This design comes from an exercise in tuning for a short achievable clock period and few clock cycles on the open sky130 flow, not from production work. The RTL was checked by simulation tests, not by an equivalence proof against the original design. No activity file was given, so power comes from the tool's default toggle rates.

==> flow/run.sh <==
#!/bin/bash
set -euo pipefail
bash standard.sh synth > synth.log 2>&1
bash standard.sh SETUP_SLACK_MARGIN=7 TNS_END_PERCENT=100 \
  "BUFFER_PORTS_ARGS=-buffer_cell sky130_fd_sc_hd__buf_4" finish > layout.log 2>&1
==> config.mk <==
export PLATFORM = sky130hd
export DESIGN_NAME = SingleCycle_MIPS
export DESIGN_NICKNAME = SingleCycle_MIPS
export VERILOG_FILES = /design/flow/design.v
export SDC_FILE = /design/flow/constraint.sdc
export NUM_CORES = 4
export LEC_CHECK = 0
export ABC_CLOCK_PERIOD_IN_PS = 2500
export CAP_MARGIN = 20
export CORE_MARGIN = 2
export CORE_UTILIZATION = 38
export CTS_CLUSTER_DIAMETER = 50
export CTS_CLUSTER_SIZE = 24
export PLACE_DENSITY = 0.5
export SETUP_SLACK_MARGIN = 0.5
export SLEW_MARGIN = 20
==> standard.sh <==
#!/bin/bash
# synth_recipe.tcl (not shown) runs the flow's synth.tcl, then flattens the netlist and writes it again
# the make line also repeats each setting of config.mk as NAME=value (left out here)
make -C /OpenROAD-flow-scripts/flow DESIGN_CONFIG=/design/flow/config.mk WORK_HOME=/design/flow/orfs CLKGATE_MAP_FILE= SYNTH_SCRIPT=/design/flow/synth_recipe.tcl "${@:-finish}"
==> constraint.sdc <==
create_clock -name core_clock -period 10.0 [get_ports {clk}]
set_input_delay 2.0000 -clock core_clock [delete_from_list [all_inputs] [get_ports {clk}]]
set_output_delay 2.0000 -clock core_clock [all_outputs]
set_load 0.01 [all_outputs]
==> design.v <==
module SingleCycle_MIPS(
    clk,
    rst_n,
    IR_addr,
    IR,
    RF_writedata,
    ReadDataMem,
    CEN,
    WEN,
    A,
    ReadData2,
    OEN,
    RF_wen,
    RF_waddr
);
    input         clk, rst_n;
    input  [31:0] IR;
    output [31:0] IR_addr, RF_writedata;
    input  [31:0] ReadDataMem;
    output        CEN;
    output        WEN;
    output  [6:0] A;
    output [31:0] ReadData2;
    output        OEN;
    output        RF_wen;
    output  [4:0] RF_waddr;
    localparam BI = 4;           
    localparam BN = 1 << BI;     
    reg  [31:0] pcF;
    reg         vD, hitD, bjrD, fjD;
    reg  [31:0] irD, pcD, pc4D, npD;
    reg  [31:0] rsRawD, rtRawD;     
    reg         rsOkD, rtOkD;       
    reg         byWs, byWt, by2s, by2t, eHitRs, eHitRt;
    reg         fillW, fjrW, corrW, fretW, retE, cretW, jalW;
    reg   [7:0] jtgtW;
    reg   [BI-1:0] cidxW;
    reg   [7-BI:0] ctagW, tagE;
    reg   [7:0] ctgtW;
    reg   [BI-1:0] fidxW;
    reg   [7-BI:0] ftagW;
    reg   [7:0] ftgtW;
    reg         vE, wenE, ldE, brE, jrE, ptE;
    reg   [4:0] waE;
    reg  [31:0] aE, bE, altE, ttgtE;
    reg         tbadE;              
    reg         opAdd, opSub, opAnd, opOr, opSlt;
    reg   [BI-1:0] idxE;
    reg         cenE, wenMemE;      
    reg         started;            
    reg         startedO;           
    reg         zE, zOkE;           
    reg   [6:0] addrE;
    reg  [31:0] sdE;
    reg         wenW;
    reg   [4:0] waW;
    reg  [31:0] wdW;
    reg         wen2;
    reg   [4:0] wa2;
    reg  [31:0] wd2;
    reg  [31:0] rf [1:31];
    reg  [31:1] rv;
    reg  [BN-1:0] bv, bjr, bret;    
    reg   [7-BI:0] bt_tag [0:BN-1];
    reg   [7:0] bt_tgt [0:BN-1];
    wire [BI-1:0] idxF = pcF[BI+1:2];
    wire [7-BI:0] tagF = pcF[9:BI+2];
    wire [BN-1:0] match;
    genvar h;
    generate
        for (h = 0; h < BN; h = h + 1) begin : bm
            assign match[h] = bv[h] && (bt_tag[h] == tagF);
        end
    endgenerate
    wire        hitF = match[idxF];
    wire [31:0] pc4F = pcF + 32'd4;
    wire        isJF   = (IR[31:27] == 5'b00001);
    wire [31:0] jtgtF  = {pc4F[31:28], IR[25:0], 2'b00};
    wire        useJF  = !hitF && isJF;
    wire [31:0] btbF   = {pcF[31:10], bt_tgt[idxF], pcF[1:0]};
    wire [31:0] npF    = useJF ? jtgtF : (hitF ? btbF : pc4F);
    wire [31:0] rfx [0:31];
    wire [31:0] rvx = {rv, 1'b0};
    genvar q;
    generate
        assign rfx[0] = 32'd0;
        for (q = 1; q < 32; q = q + 1) begin : rfw
            assign rfx[q] = rf[q];
        end
    endgenerate
    wire [31:0] rsF  = rfx[IR[25:21]];
    wire [31:0] rtF  = rfx[IR[20:16]];
    wire        rsOkF = rvx[IR[25:21]];
    wire        rtOkF = rvx[IR[20:16]];
    wire [5:0] opF    = IR[31:26];
    wire       fR     = (opF == 6'h00);
    wire       fJR    = fR && (IR[5:0] == 6'h08);
    wire       fJ     = (opF == 6'h02);
    wire       fJAL   = (opF == 6'h03);
    wire       fBEQ   = (opF == 6'h04);
    wire       fLW    = (opF == 6'h23);
    wire       fSW    = (opF == 6'h2b);
    wire [4:0] fWa    = fJAL ? 5'd31 : (fR ? IR[15:11] : IR[20:16]);
    wire       fWr    = !(fSW || fBEQ || fJ || fJR) && (fWa != 5'd0);
    wire       fEq    = (IR[25:21] == IR[20:16]);
    reg        isR, isJR, isJ, isJAL, isBEQ, isLW, isSW, wrD, rsEqRt;
    reg  [4:0] waD;
    wire [5:0] fn = irD[5:0];
    wire [4:0] rs = irD[25:21];
    wire [4:0] rt = irD[20:16];
    wire [31:0] sext = {{16{irD[15]}}, irD[15:0]};
    wire [29:0] btw;
    ksadd #(30, 5) add_bt(.a(pc4D[31:2]), .b(sext[29:0]), .ci(1'b0), .s(btw), .co());
    wire [31:0] btgt = {btw, pc4D[1:0]};
    wire [31:0] jtgt = {pc4D[31:28], irD[25:0], 2'b00};
    wire [31:0] rsV = byWs ? wdW : by2s ? wd2 : (rsRawD & {32{rsOkD}});
    wire [31:0] rtV = byWt ? wdW : by2t ? wd2 : (rtRawD & {32{rtOkD}});
    wire [8:0]  addrD;
    ksadd #(9, 4) add_ad(.a(rsV[8:0]), .b(irD[8:0]), .ci(1'b0), .s(addrD), .co());
    wire predJr = isJR && ((hitD && bjrD) || eHitRs);
    wire stall  = 1'b0;
    wire early  = isBEQ && !rsEqRt && ((rs == 5'd0 && eHitRt) || (rt == 5'd0 && eHitRs)) &&
                  zOkE;
    wire takeJ  = isJ || isJAL || (isBEQ && rsEqRt);
    wire takeT  = takeJ || (isBEQ && (early || irD[15]));
    wire takeN  = takeJ || (isBEQ && !early && irD[15]);
    wire [31:0] tgtBJ = isBEQ ? btgt : jtgt;
    wire [29:0] ka = pc4D[31:2], kb = sext[29:0], kk = npD[31:2];
    wire [29:0] kc = ka ^ kb ^ kk;
    wire [29:0] kg = (ka & kb) | ((ka | kb) & ~kk);
    wire mB = (npD[1:0] == pc4D[1:0]) && !kc[0] && (kc[29:1] == kg[28:0]);
    wire mJ = (npD == jtgt);
    wire claimT = fjD || (hitD && !bjrD);
    wire claimS = !fjD && !hitD;
    wire rightT = isJR ? predJr : (takeT ? claimT : claimS);
    wire rightN = isJR ? predJr : (takeN ? claimT : claimS);
    wire [31:0] dnT = isJR ? rsV : (takeT ? tgtBJ : pc4D);
    wire [31:0] dnN = isJR ? rsV : (takeN ? tgtBJ : pc4D);
    wire [31:0] nxT = (vD && !rightT) ? dnT : npF;
    wire [31:0] nxN = (vD && !rightN) ? dnN : npF;
    wire takeD  = zE ? takeT : takeN;
    wire rightD = zE ? rightT : rightN;
    wire redirD = vD && !stall && !rightD;
    wire [31:0] dnext = zE ? dnT : dnN;
    wire [31:0] nxD = zE ? nxT : nxN;
    wire [31:0] zA = isJAL ? pc4D : rsV;
    wire [31:0] zB = (isR || isBEQ) ? rtV : (isJAL ? 32'd0 : sext);
    wire [31:0] zx = zA ^ zB;
    wire [31:0] zo = zA | zB;
    wire zAddD = !zx[0] && (zx[31:1] == zo[30:0]);
    wire zSubD = (zA == zB);
    wire nAdd  = !isR || (fn == 6'h20);
    wire nSub  = isR && (fn == 6'h22);
    wire [31:0] xa = aE;
    wire [31:0] xb = bE;
    wire eq   = (xa == xb);
    wire jreq = (xa == altE);
    wire [31:0] sum, diff;
    wire        nbor;
    ksadd #(32, 5) add_s(.a(xa), .b(xb), .ci(1'b0), .s(sum), .co());
    ksadd #(32, 5) add_d(.a(xa), .b(~xb), .ci(1'b1), .s(diff), .co(nbor));
    wire ltu = !nbor;                       
    wire [31:0] res = ({32{opAdd}} & sum) | ({32{opSub}} & diff) |
                      ({32{opAnd}} & (xa & xb)) | ({32{opOr}} & (xa | xb)) |
                      {31'd0, opSlt & ltu};
    wire [31:0] wdNext = ldE ? ReadDataMem : res;
    wire [8:0]  im9 = irD[8:0];
    wire [8:0]  nb9 = ~xb[8:0];
    wire [8:0]  csA_s = xa[8:0] ^ xb[8:0] ^ im9;
    wire [8:0]  csA_c = (xa[8:0] & xb[8:0]) | (xa[8:0] & im9) | (xb[8:0] & im9);
    wire [8:0]  csS_s = xa[8:0] ^ nb9 ^ im9;
    wire [8:0]  csS_c = (xa[8:0] & nb9) | (xa[8:0] & im9) | (nb9 & im9);
    wire [8:0]  adAdd, adSub, adAnd, adOr, adL, adImm1;
    ksadd #(9, 4) add_fa(.a(csA_s), .b({csA_c[7:0], 1'b0}), .ci(1'b0), .s(adAdd), .co());
    ksadd #(9, 4) add_fs(.a(csS_s), .b({csS_c[7:0], 1'b1}), .ci(1'b0), .s(adSub), .co());
    ksadd #(9, 4) add_fn(.a(xa[8:0] & xb[8:0]), .b(im9), .ci(1'b0), .s(adAnd), .co());
    ksadd #(9, 4) add_fo(.a(xa[8:0] | xb[8:0]), .b(im9), .ci(1'b0), .s(adOr), .co());
    ksadd #(9, 4) add_fl(.a(ReadDataMem[8:0]), .b(im9), .ci(1'b0), .s(adL), .co());
    ksadd #(9, 4) add_f1(.a(9'd1), .b(im9), .ci(1'b0), .s(adImm1), .co());
    wire [8:0]  addrF = ldE ? adL :
                        ({9{opAdd}} & adAdd) | ({9{opSub}} & adSub) |
                        ({9{opAnd}} & adAnd) | ({9{opOr}} & adOr) |
                        ({9{opSlt}} & (ltu ? adImm1 : im9)) |
                        ({9{!(opAdd || opSub || opAnd || opOr || opSlt)}} & im9);
    wire tgtMis = tbadE && (eq || !brE);       
    wire redirE = vE && ((brE && (eq != ptE)) || (jrE && !jreq) || tgtMis);
    wire [31:0] tgtE = jrE ? xa : (tgtMis ? ttgtE : altE);
    wire goD   = vD && !stall && !redirE;    
    wire fillD = redirD && !redirE && ((isBEQ && takeD && !early) || isJR);
    always @(posedge clk)
        pcF <= (redirE || !started) ? (tgtE & {32{started}}) : nxD;
    always @(posedge clk) begin
        cenE <= !(goD && (isLW || isSW));
        wenMemE <= !(goD && isSW);
    end
    always @(posedge clk or negedge rst_n) begin
        if (!rst_n) begin
            started <= 1'b0; startedO <= 1'b0;
            vD <= 1'b0;
            vE <= 1'b0; wenE <= 1'b0; ldE <= 1'b0; brE <= 1'b0; jrE <= 1'b0; tbadE <= 1'b0;
            wenW <= 1'b0; wen2 <= 1'b0;
        end else begin
            started <= 1'b1;
            startedO <= started;
            vD  <= started && !redirE && !redirD;
            vE   <= goD && !(isJR && !predJr);
            jrE  <= goD && isJR && predJr;
            wenE <= goD && wrD;
            ldE  <= goD && isLW;
            brE  <= goD && isBEQ && !rsEqRt && !early;
            tbadE <= goD && !redirD && takeD && !fjD && !isJR && !(isBEQ ? mB : mJ);
            wenW <= vE && wenE;
            wen2 <= wenW;
        end
    end
    wire [4:0] nrs = IR[25:21];
    wire [4:0] nrt = IR[20:16];
    always @(posedge clk) begin
        rsRawD <= rsF;
        rtRawD <= rtF;
        rsOkD  <= rsOkF;
        rtOkD  <= rtOkF;
        byWs   <= wenE && (waE == nrs);
        byWt   <= wenE && (waE == nrt);
        by2s   <= wenW && (waW == nrs);
        by2t   <= wenW && (waW == nrt);
        eHitRs <= vD && wrD && (waD == nrs);
        eHitRt <= vD && wrD && (waD == nrt);
        wa2    <= waW;
        wd2    <= wdW;
        begin
            irD <= IR;
            isR <= fR; isJR <= fJR; isJ <= fJ; isJAL <= fJAL; isBEQ <= fBEQ;
            isLW <= fLW; isSW <= fSW; wrD <= fWr; rsEqRt <= fEq; waD <= fWa;
            pcD <= pcF;
            pc4D <= pc4F;
            npD <= npF;
            hitD <= hitF;
            fjD <= useJF;
            bjrD <= bjr[idxF];
        end
        idxE <= pcD[BI+1:2];
        tagE <= pcD[9:BI+2];
        retE <= (rs == 5'd31);
        ptE  <= irD[15];
        altE <= predJr ? npD : (irD[15] ? pc4D : btgt);
        ttgtE <= tgtBJ;
        waE  <= waD;
        aE   <= isJAL ? pc4D : (eHitRs ? wdNext : rsV);
        bE   <= (isR || isBEQ) ? (eHitRt ? wdNext : rtV) : (isJAL ? 32'd0 : sext);
        opAdd <= nAdd;
        opSub <= nSub;
        zE    <= nAdd ? zAddD : zSubD;
        zOkE  <= (nAdd || nSub) && !isLW && !(eHitRs && !isJAL) && !(eHitRt && (isR || isBEQ));
        opAnd <= isR && (fn == 6'h24);
        opOr  <= isR && (fn == 6'h25);
        opSlt <= isR && (fn == 6'h2a);
        addrE <= eHitRs ? addrF[8:2] : addrD[8:2];
        sdE  <= eHitRt ? wdNext : rtV;
        waW  <= waE;
        wdW  <= wdNext;
    end
    integer k;
    always @(posedge clk or negedge rst_n) begin
        if (!rst_n) begin
            bv <= {BN{1'b0}}; bjr <= {BN{1'b0}}; bret <= {BN{1'b0}};
            fillW <= 1'b0; corrW <= 1'b0; jalW <= 1'b0;
        end else begin
            fillW <= fillD;
            corrW <= redirE && jrE;
            jalW  <= goD && isJAL;
            if (corrW) begin
                bv[cidxW] <= 1'b1;
                bjr[cidxW] <= 1'b1;
                bret[cidxW] <= cretW;
            end else if (fillW) begin
                bv[fidxW] <= 1'b1;
                bjr[fidxW] <= fjrW;
                bret[fidxW] <= fretW;
            end
        end
    end
    always @(posedge clk) begin
        fjrW  <= isJR;
        fretW <= isJR && (rs == 5'd31);
        cretW <= retE;
        jtgtW <= pc4D[9:2];
        fidxW <= pcD[BI+1:2];
        ftagW <= pcD[9:BI+2];
        ftgtW <= dnext[9:2];
        cidxW <= idxE;
        ctagW <= tagE;
        ctgtW <= xa[9:2];
        if (corrW) begin
            bt_tag[cidxW] <= ctagW;
            bt_tgt[cidxW] <= ctgtW;
        end else if (fillW) begin
            bt_tag[fidxW] <= ftagW;
            bt_tgt[fidxW] <= ftgtW;
        end
        for (k = 0; k < BN; k = k + 1)
            if (jalW && bret[k] && !(corrW && cidxW == k) && !(fillW && fidxW == k))
                bt_tgt[k] <= jtgtW;
    end
    genvar g;
    generate
        for (g = 1; g < 32; g = g + 1) begin : regs
            always @(posedge clk)
                if (wenW && waW == g) rf[g] <= wdW;
            always @(posedge clk or negedge rst_n)
                if (!rst_n) rv[g] <= 1'b0;
                else if (wenW && waW == g) rv[g] <= 1'b1;
        end
    endgenerate
    assign IR_addr      = pcF;
    assign A            = addrE;
    assign ReadData2    = sdE;
    assign CEN          = cenE || !startedO;
    assign WEN          = wenMemE || !startedO;
    assign OEN          = 1'b0;
    assign RF_wen       = wenW;
    assign RF_waddr     = waW;
    assign RF_writedata = wdW;
endmodule
module ksadd #(parameter W = 32, parameter L = 5) (a, b, ci, s, co);
    input  [W-1:0] a, b;
    input          ci;
    output [W-1:0] s;
    output         co;
    wire [W-1:0] p = a ^ b;
    wire [W-1:0] G [0:L];
    wire [W-1:0] P [0:L];
    assign G[0] = (a & b) | {{(W-1){1'b0}}, p[0] & ci};
    assign P[0] = p;
    genvar l, i;
    generate
        for (l = 1; l <= L; l = l + 1) begin : lv
            for (i = 0; i < W; i = i + 1) begin : bt
                if (i >= (1 << (l - 1))) begin : pr
                    assign G[l][i] = G[l-1][i] | (P[l-1][i] & G[l-1][i - (1 << (l - 1))]);
                    assign P[l][i] = P[l-1][i] & P[l-1][i - (1 << (l - 1))];
                end else begin : cp
                    assign G[l][i] = G[l-1][i];
                    assign P[l][i] = P[l-1][i];
                end
            end
        end
    endgenerate
    assign s  = p ^ {G[L][W-2:0], ci};
    assign co = G[L][W-1];
endmodule
==> results of run 1 <==
-- power breakdown --
group          switching, mW  internal, mW  total [mW]
clock network           3.88          4.51        8.39
registers              0.729          8.99        9.72
logic                   5.19          3.54        8.73
total                   9.81          17.0        26.8
-- cells in the final DEF, fill, tap and decap left out, types with 154 or more instances in the layout --
| cell type | n |
|---|---|
| a21oi_1 | 344 |
| xor2_1 | 188 |
| edfxtp_1 | 1184 |
| ha_1 | 174 |
| o21ai_0 | 189 |
| nand3_1 | 210 |
| inv_1 | 243 |
| buf_6 | 255 |
| clkbuf_16 | 239 |
| nand2_1 | 405 |
| a22oi_1 | 616 |
| dfxtp_1 | 329 |
| nor2_1 | 442 |
| a22o_1 | 154 |
| buf_12 | 216 |
| buf_4 | 763 |
-- timing repair --
| item | CTS | global route |
|---|---|---|
| cloned | 82 | 31 |
| hold endpoints to repair | 0 | 0 |
| gates resized for setup | 1475 | 486 |
| pin swaps | 307 | 369 |
| setup endpoints to repair | 529 | 415 |
| buffers inserted | 623 | 236 |
-- metal layers --
layer,routed length [um],vias up,global-route usage [%]
met5,1560,-,1.59
met4,53600,51,30.2
met3,76600,2863,18.1
met2,210000,8474,59.8
met1,179000,41500,49.6
li1,-,31900,-
-- how the worst max path moves through the flow --
stage / from / end / slack (ns) / depth (start not counted)
after floorplan: IR[29] / wrD / 6.17 / 6
after global placement: IR[18] / rtRawD[19] / 4.77 / 8
after detailed placement: IR[18] / rtRawD[12] / 4.83 / 8
after CTS: bE[12] / pcF[16] / 6.23 / 12
after global routing: isJAL / zE / 6.26 / 11
final: rtOkD / zE / 6.24 / 9
-- critical path: cells and delay by family (launching register included) --
family | cells | cell delay (ns)
and+or+nand+nor | 4 | 1.34
AOI/OAI and AO/OA | 4 | 1.26
DFF | 1 | 0.59
adders and majority gates | 1 | 0.42
-- cell families (layout without fill, tap and decap cells) --
kind of cell / count (synthesis) / count (layout) / synth area share [%]
AO/OA/AOI/OAI: 2329 / 2329 / 19.0
XOR/XNOR: 344 / 344 / 3.47
buffers and inverters: 796 / 2088 / 3.50
multiplexers: 258 / 258 / 3.99
adder cells (fa/ha/maj): 286 / 286 / 4.54
AND/OR/NAND/NOR: 1832 / 1835 / 10.1
other: 2 / 55 / 0.00864
flip-flops: 1790 / 1790 / 55.4
-- cell type report --
| type | instances | area, sq um |
|---|---|---|
| repair inverters | 1 | 8.76 |
| multi-input cells | 5054 | 41900 |
| repair buffers | 1402 | 17300 |
| clock buffers | 225 | 5390 |
| inverters | 288 | 1180 |
| fillers | 19100 | 107000 |
| well taps | 3009 | 3760 |
| clock inverters | 172 | 2210 |
| diodes | 53 | 133 |
| flip-flops and latches | 1790 | 48600 |
==> impl_results.md, run 1 <==
- Status: timing/DRC/antenna clean
- Post-detailed-route wirelength per cell: 43.4 um
- Core ar.: 227,000 sq um
- Most flop-heavy register: rf
- I/O Pins: 178
- Slew Limit Fails: 0
- Largest net degree at the start of global routing: 65
- Slew headroom: 9.70%
- Syn nets: 7,989
- Die ar.: 233,000 sq um
- Cell Area, Synth: slightly below 90,000 sq um
- CP cell instances: nor2b_4 -> a221oi_1 -> a21oi_1 -> a21oi_1 -> ha_1 -> nor4_1 -> nand4_1 -> nor4_1 -> a31o_2
- Die Wd: 482 um
- Layout Nets: 9,097
- Fmax: 266 MHz
- Congestion Overflow GR: 0
- Final period util: 37.6%
- Residual DRC: 0
- DRT Pass-1 Iters: 15
- Reg-to-Reg End: zE
- Biggest regs: rf (992), bt_tgt (128), bt_tag (64)
- Mean Syn Cell Area: 11.4 sq um
- R2R depth: 9
- DRT iter0 DRCs: 17,700
- Worst EP required: approximately 11 ns
- RSZ-0062 raised after global routing: true
- Yosys synthesis warning count: 5
- Worst path slowest cell: a21oi_1
- Reg-to-reg slack, setup: 6.24 ns
- Final worst slack: ~6.2 ns
- Leak Pwr: 45.0 nW
- Hold Violations, Final: 0
- Initial antenna violation count: 56
- Synthesized instance count: about 7,600
- Async SR Flop Fraction: approximately 5.1%
- Ys flop type: edfxtp_1
- Critical Path AT: 4.53 ns
- Synth area leaders: edfxtp_1 (41%), dfxtp_1 (12%), a22oi_1 (6.1%)
- Worst Skew: between 0.07 and 0.08 ns
- Worst-Skew Late Latency: 0.91 ns
- Worst-path clk slew: 0.07 ns
- Min-Delay Endpoint: idxE[0]
- #FFs+latches synth: 1,790
- Most common cell in the netlist: edfxtp_1
- Routability cong.: about 1
- Cell Pwr Density: 223 nW/um^2
- Fin area: 121,000 sq um
- Slowest stage delay, CP: 0.70 ns
- Post-Place Cells: 10,600
- Initial Util: between 30% and 40%
- Hold_ws: between 0.3 and 0.4 ns
- Post-Route Setup TNS: 0 ns
- Vias in the first global route: approximately 76,000
- Critical setup path kind: flip-flop to flip-flop
- WHS Path Cells: 0
- Global Route Usage Sum: 41.7%
- Hold Crit Class: flip-flop to flip-flop
- HP Start: pcD[2]
- Routed vias: 84,700
- Largest register FFs: 992
- Min cycle time layout: 3.76 ns
- Setup crit start kind: flip-flop
- Unique cell type count in the Yosys netlist: 94
- Longest Clk Path Bufs: 3
- Synth cell count leaders: edfxtp_1 (1,184), a22oi_1 (702), nor2_1 (573)
- Share of layout cells above drive strength 1: about a third
- Slew @ Worst Pin: 1.35 ns
- Crit path capture type: flip-flop
- H-Tree Depth: 4
- First-pass GRT wire length: 662 mm
- Cell taking the most area after synthesis: edfxtp_1
- Clock root buffer: clkbuf_16
- Post-Place Worst Slack: between 4 and 5 ns
- TritonCTS buffer count: ~210
- Post-detail-place hpwl: approximately 270 mm
- CTS Hold Buffers Added: 0
- CTS tree: built
- Peak VDD IR: 0.146 mV
- Util after Layout: 53.0%
- Area post-placement: 93,900 sq um
- Worst r2r src: rtOkD
- Standard-cell rows: 175
- Post-route total power: about 27 mW
- Input/output buffers: ~180
- Seq/Total Area, Yosys: 55.4%
- Die H: 482 um
- Largest fanout on the critical path: 8
- Final ANT Viol Nets: 0
- Average via count per standard cell: 7.07
- Area grow syn2layout: 38.6%
- Post-synth EDFFs: 1,184
- Max_cap viols: 0
- CTS sink cnt: ~1,800
- Synth top area share: approximately two fifths
- Final non-filler cell total: 12,000
- Final WL: approximately 520 mm
- Setup Viol. Count Final: 0
Testbench counts, summed over its fixed seeds: cycles 137,130.
==> run 2, diff against run 1 <==
--- a/config.mk
+++ b/config.mk
@@ -10,6 +10,6 @@
 export CORE_MARGIN = 2
-export CORE_UTILIZATION = 38
-export CTS_CLUSTER_DIAMETER = 50
-export CTS_CLUSTER_SIZE = 24
-export PLACE_DENSITY = 0.5
+export CORE_UTILIZATION = 40
+export CTS_CLUSTER_DIAMETER = 40
+export CTS_CLUSTER_SIZE = 20
+export PLACE_DENSITY = 0.55
 export SETUP_SLACK_MARGIN = 0.5
==> run 2 against run 1 <==
Compared with the run above:
- critical path depth up 3
- synthesized cell count unchanged
- non-clock buffer count shrank 85
- count of clock-buffer cells in the layout increased by 99
- cell area is 0.67% higher
- worst hold slack improved by 0.0042 ns
- sequential share of layout area shrank 0.26 points
- sequential cell count did not move
- via count grew 1.3%
- fmax is 0.21% higher
- final cell count shrank 0.93%
- total power is 6.7% higher
==> impl_results.md, run 2 <==
- Status: timing/DRC/antenna clean
- Largest fanout on the critical path: 6
- Input/output buffers: 176
- CP most frequent cell: or4_4
- Post-Place Worst Slack: 4.97 ns
- Biggest regs: rf (992), bt_tgt (128), bt_tag (64)
- Hold Crit Class: flip-flop to flip-flop
- Share of layout cells above drive strength 1: 34.9%
- Initial antenna violation count: 69
- Crit path capture type: flip-flop
- Peak VDD IR: 0.175 mV
- Post-detailed-route wirelength per cell: 42.1 um
- Layout Nets: 9,102
- Leak Pwr: about 45 nW
- Multi-input gate area: 42,000 sq um
- First-pass GRT wire length: 628 mm
- H-Tree Depth: 5
- Final worst slack: 6.25 ns
- Cell Pwr Density: 236 nW/um^2
- Post-route total power: 28.6 mW
- Max_cap viols: 0
- Ys flop type: edfxtp_1
- Post-Route Setup TNS: 0 ns
- CP cell instances: inv_1 -> ha_1 -> or4_4 -> or4_4 -> o41a_1 -> o22ai_4 -> a21boi_4 -> buf_12 -> or3_4 -> nor2_4 -> a22oi_1 -> o211ai_1
- Most common cell in the netlist: edfxtp_1
- Final period util: 37.5%
- Async SR Flop Fraction: 5.14%
- Final ANT Viol Nets: 0
- Core ar.: 217,000 sq um
- Critical setup path kind: flip-flop to flip-flop
- Global Route Usage Sum: 40.8%
- Crit-path leading delay family: simple AND/OR/NAND/NOR gates
- Post-Place Cells: roughly 10,000
- Final WL: 500 mm
- DRT iter0 DRCs: about 19,000
- DRT Pass-1 Iters: 15
- Seq/Total Area, Yosys: between 50% and 60%
- Worst Skew: 0.106 ns
- Most flop-heavy register: rf
- Die ar.: 221,000 sq um
- Fin area: 121,000 sq um
- Synthesized instance count: around 7,600
- Critical Path AT: 4.56 ns
- Congestion Overflow GR: 0
- Buffers plus inverters on the worst setup path: 2
- Largest family of logic cells by synthesized area: compound AO/OA/AOI/OAI gates
- Post-synthesis compound-gate area fraction: 19.0%
- Routability cong.: ~0.99
- TritonCTS buffer count: 292
- Residual DRC: 0
- Slowest stage delay, CP: 0.46 ns
- Setup Viol. Count Final: 0
- Min cycle time layout: 3.75 ns
- RSZ-0062 raised after global routing: true
- Total area of sequential cells: 48,700 sq um
- Mean Syn Cell Area: 11.4 sq um
- Clock root buffer: clkbuf_16
- Post-detail-place hpwl: 254 mm
- Most common cell after layout, fill and taps aside: edfxtp_1
- Worst-path clk slew: 0.05 ns
- Die Wd: 470 um
- Initial Util: 40.1%
- Average via count per standard cell: just over 7
- Standard-cell rows: 171
- Worst EP required: 10.81 ns
- Filler cell count: 17,700
- Cell taking the most area after synthesis: edfxtp_1
- Final non-filler cell total: 11,900
- CTS sink cnt: 1,790
- Fmax: about 270 MHz
- Unique cell type count in the Yosys netlist: 94
- Worst-Skew Late Latency: 1.00 ns
- Area post-placement: 93,500 sq um
- Routed vias: about 86,000
- Yosys synthesis warning count: 5
- Synth cell count leaders: edfxtp_1 (1,184), a22oi_1 (702), nor2_1 (573)
- Post-synthesis simple-gate area fraction: between 10% and 20%
- Longest Clk Path Bufs: 4
- Post-synth EDFFs: 1,184
- Most frequent cells in the layout: edfxtp_1 (1,184), buf_4 (746), a22oi_1 (651)
- Hold Violations, Final: 0
- Cell Area, Synth: 86,900 sq um
- Synth area leaders: edfxtp_1 (41%), dfxtp_1 (12%), a22oi_1 (6.1%)
- Vias in the first global route: approximately 76,000
- Slew @ Worst Pin: 1.31 ns
- Slew headroom: 12.4%
- CTS tree: built
- Synth top area share: about two fifths
- Setup crit start kind: flip-flop
- Adder-cell share of the synthesized area: 4.54%
- Syn nets: 7,989
- Area grow syn2layout: 39.6%
- Slew Limit Fails: 0
- Worst path slowest cell: or4_4
- #FFs+latches synth: 1,790
- Die H: 470 um
- I/O Pins: between 150 and 200
- Proportion of synthesized area in mux cells: 3.99%
- Largest net degree at the start of global routing: 67
- XOR/XNOR Fraction of Synth Area: ~3.5%
- Largest register FFs: slightly below 1,000
[run 2: worst paths after layout]
kind | startpoint | to | slack (ns) | cells after the start
max in group asynchronous | rst_n | bjr[14] | 7.61 | 2
min in group asynchronous | rst_n | bv[3] | 1.12 | 1
setup / recovery | bE[0] | pcF[28] | 6.25 | 12
setup reg to reg | bE[0] | pcF[28] | 6.25 | 12
hold / removal | pcD[4] | idxE[2] | 0.33 | 0
hold reg to reg | pcD[4] | idxE[2] | 0.33 | 0
[run 2: logic make-up (layout without fill, tap and decap cells)]
kind of cell             after synthesis  after routing
AND/OR/NAND/NOR                     1832           1840
flip-flops                          1790           1790
XOR/XNOR                             344            344
buffers and inverters                796           2114
adder cells (fa/ha/maj)              286            286
AO/OA/AOI/OAI                       2329           2329
multiplexers                         258            258
other                                  2             67
[run 2: cell type report]
cell class,count,area share (%)
Timing Repair inverter,2,0.0155
Multi-Input combinational cell,5059,34.6
Timing Repair Buffer,1317,13.2
Tap cell,2854,2.94
Clock inverter,183,1.74
Inverter,288,0.992
Sequential cell,1790,40.1
Antenna cell,65,0.134
Clock buffer,324,6.27
[run 2: layer usage]
| metal | GRT usage, % | up-vias | wire length [um] |
|---|---|---|---|
| met5 | 0.541 | - | 2140 |
| met4 | 29.6 | 82 | 52200 |
| met3 | 18.1 | 3229 | 79400 |
| met2 | 58.1 | 9091 | 198000 |
| met1 | 48.6 | 41600 | 168000 |
| li1 | - | 31900 | - |
[run 2: where the power goes]
part,switching [mW],leakage (nW),internal [mW],total [mW]
clock network,4.06,4.72,6.21,10.3
registers,0.736,16.3,9.00,9.74
logic,5.13,24.5,3.51,8.63
total,9.92,45.5,18.7,28.6
[run 2: metrics by stage]
step | utilization [%] | hold WS [ns]
3_5_place_dp | 43.2 | 0.312
2_1_floorplan | - | 0.310
5_1_grt | 56.0 | 0.334
4_1_cts | 52.8 | 0.324
6_report | 56.0 | 0.325
3_3_place_gp | 43.2 | 0.310
[run 2: what timing repair did]
item | CTS | global route
endpoints found under the setup margin | 595 | 425
gates cloned | 73 | 47
hold buffers | 0 | 0
pin swaps | 203 | 307
setup buffers | 462 | 338
gates resized for setup | 1327 | 569

[separate check: timing with driven ports]
Ports are ideal in the flow. The routed layouts listed here were re-timed in OpenROAD. Step 1 assumes that a clkbuf_16 drives the clock port and a buf_2 every other input. Step 2 moves the port delays by t, midway between the first and last clock arrival at a register: inputs arrive t later, outputs are due t later. That takes back most of the time a late clock gives input paths. Slacks: ideal / step 1 / step 2; pairs: ideal / step 1.
run	t (ns)	setup WS [ns]	worst setup path after step 2	worst register clock-pin slew, ns	pins driven straight from the clock port
run 1	0.960	6.243 / 6.243 / 5.482	input to register	0.09 / 0.09	1
run 2	1.036	6.251 / 6.251 / 5.469	input to register	0.07 / 0.07	1
After both steps setup and hold are still met in every run listed. For run 2, which loses most, drivers alone change the setup slack by 0.000 ns; drivers and shift together by -0.782 ns.
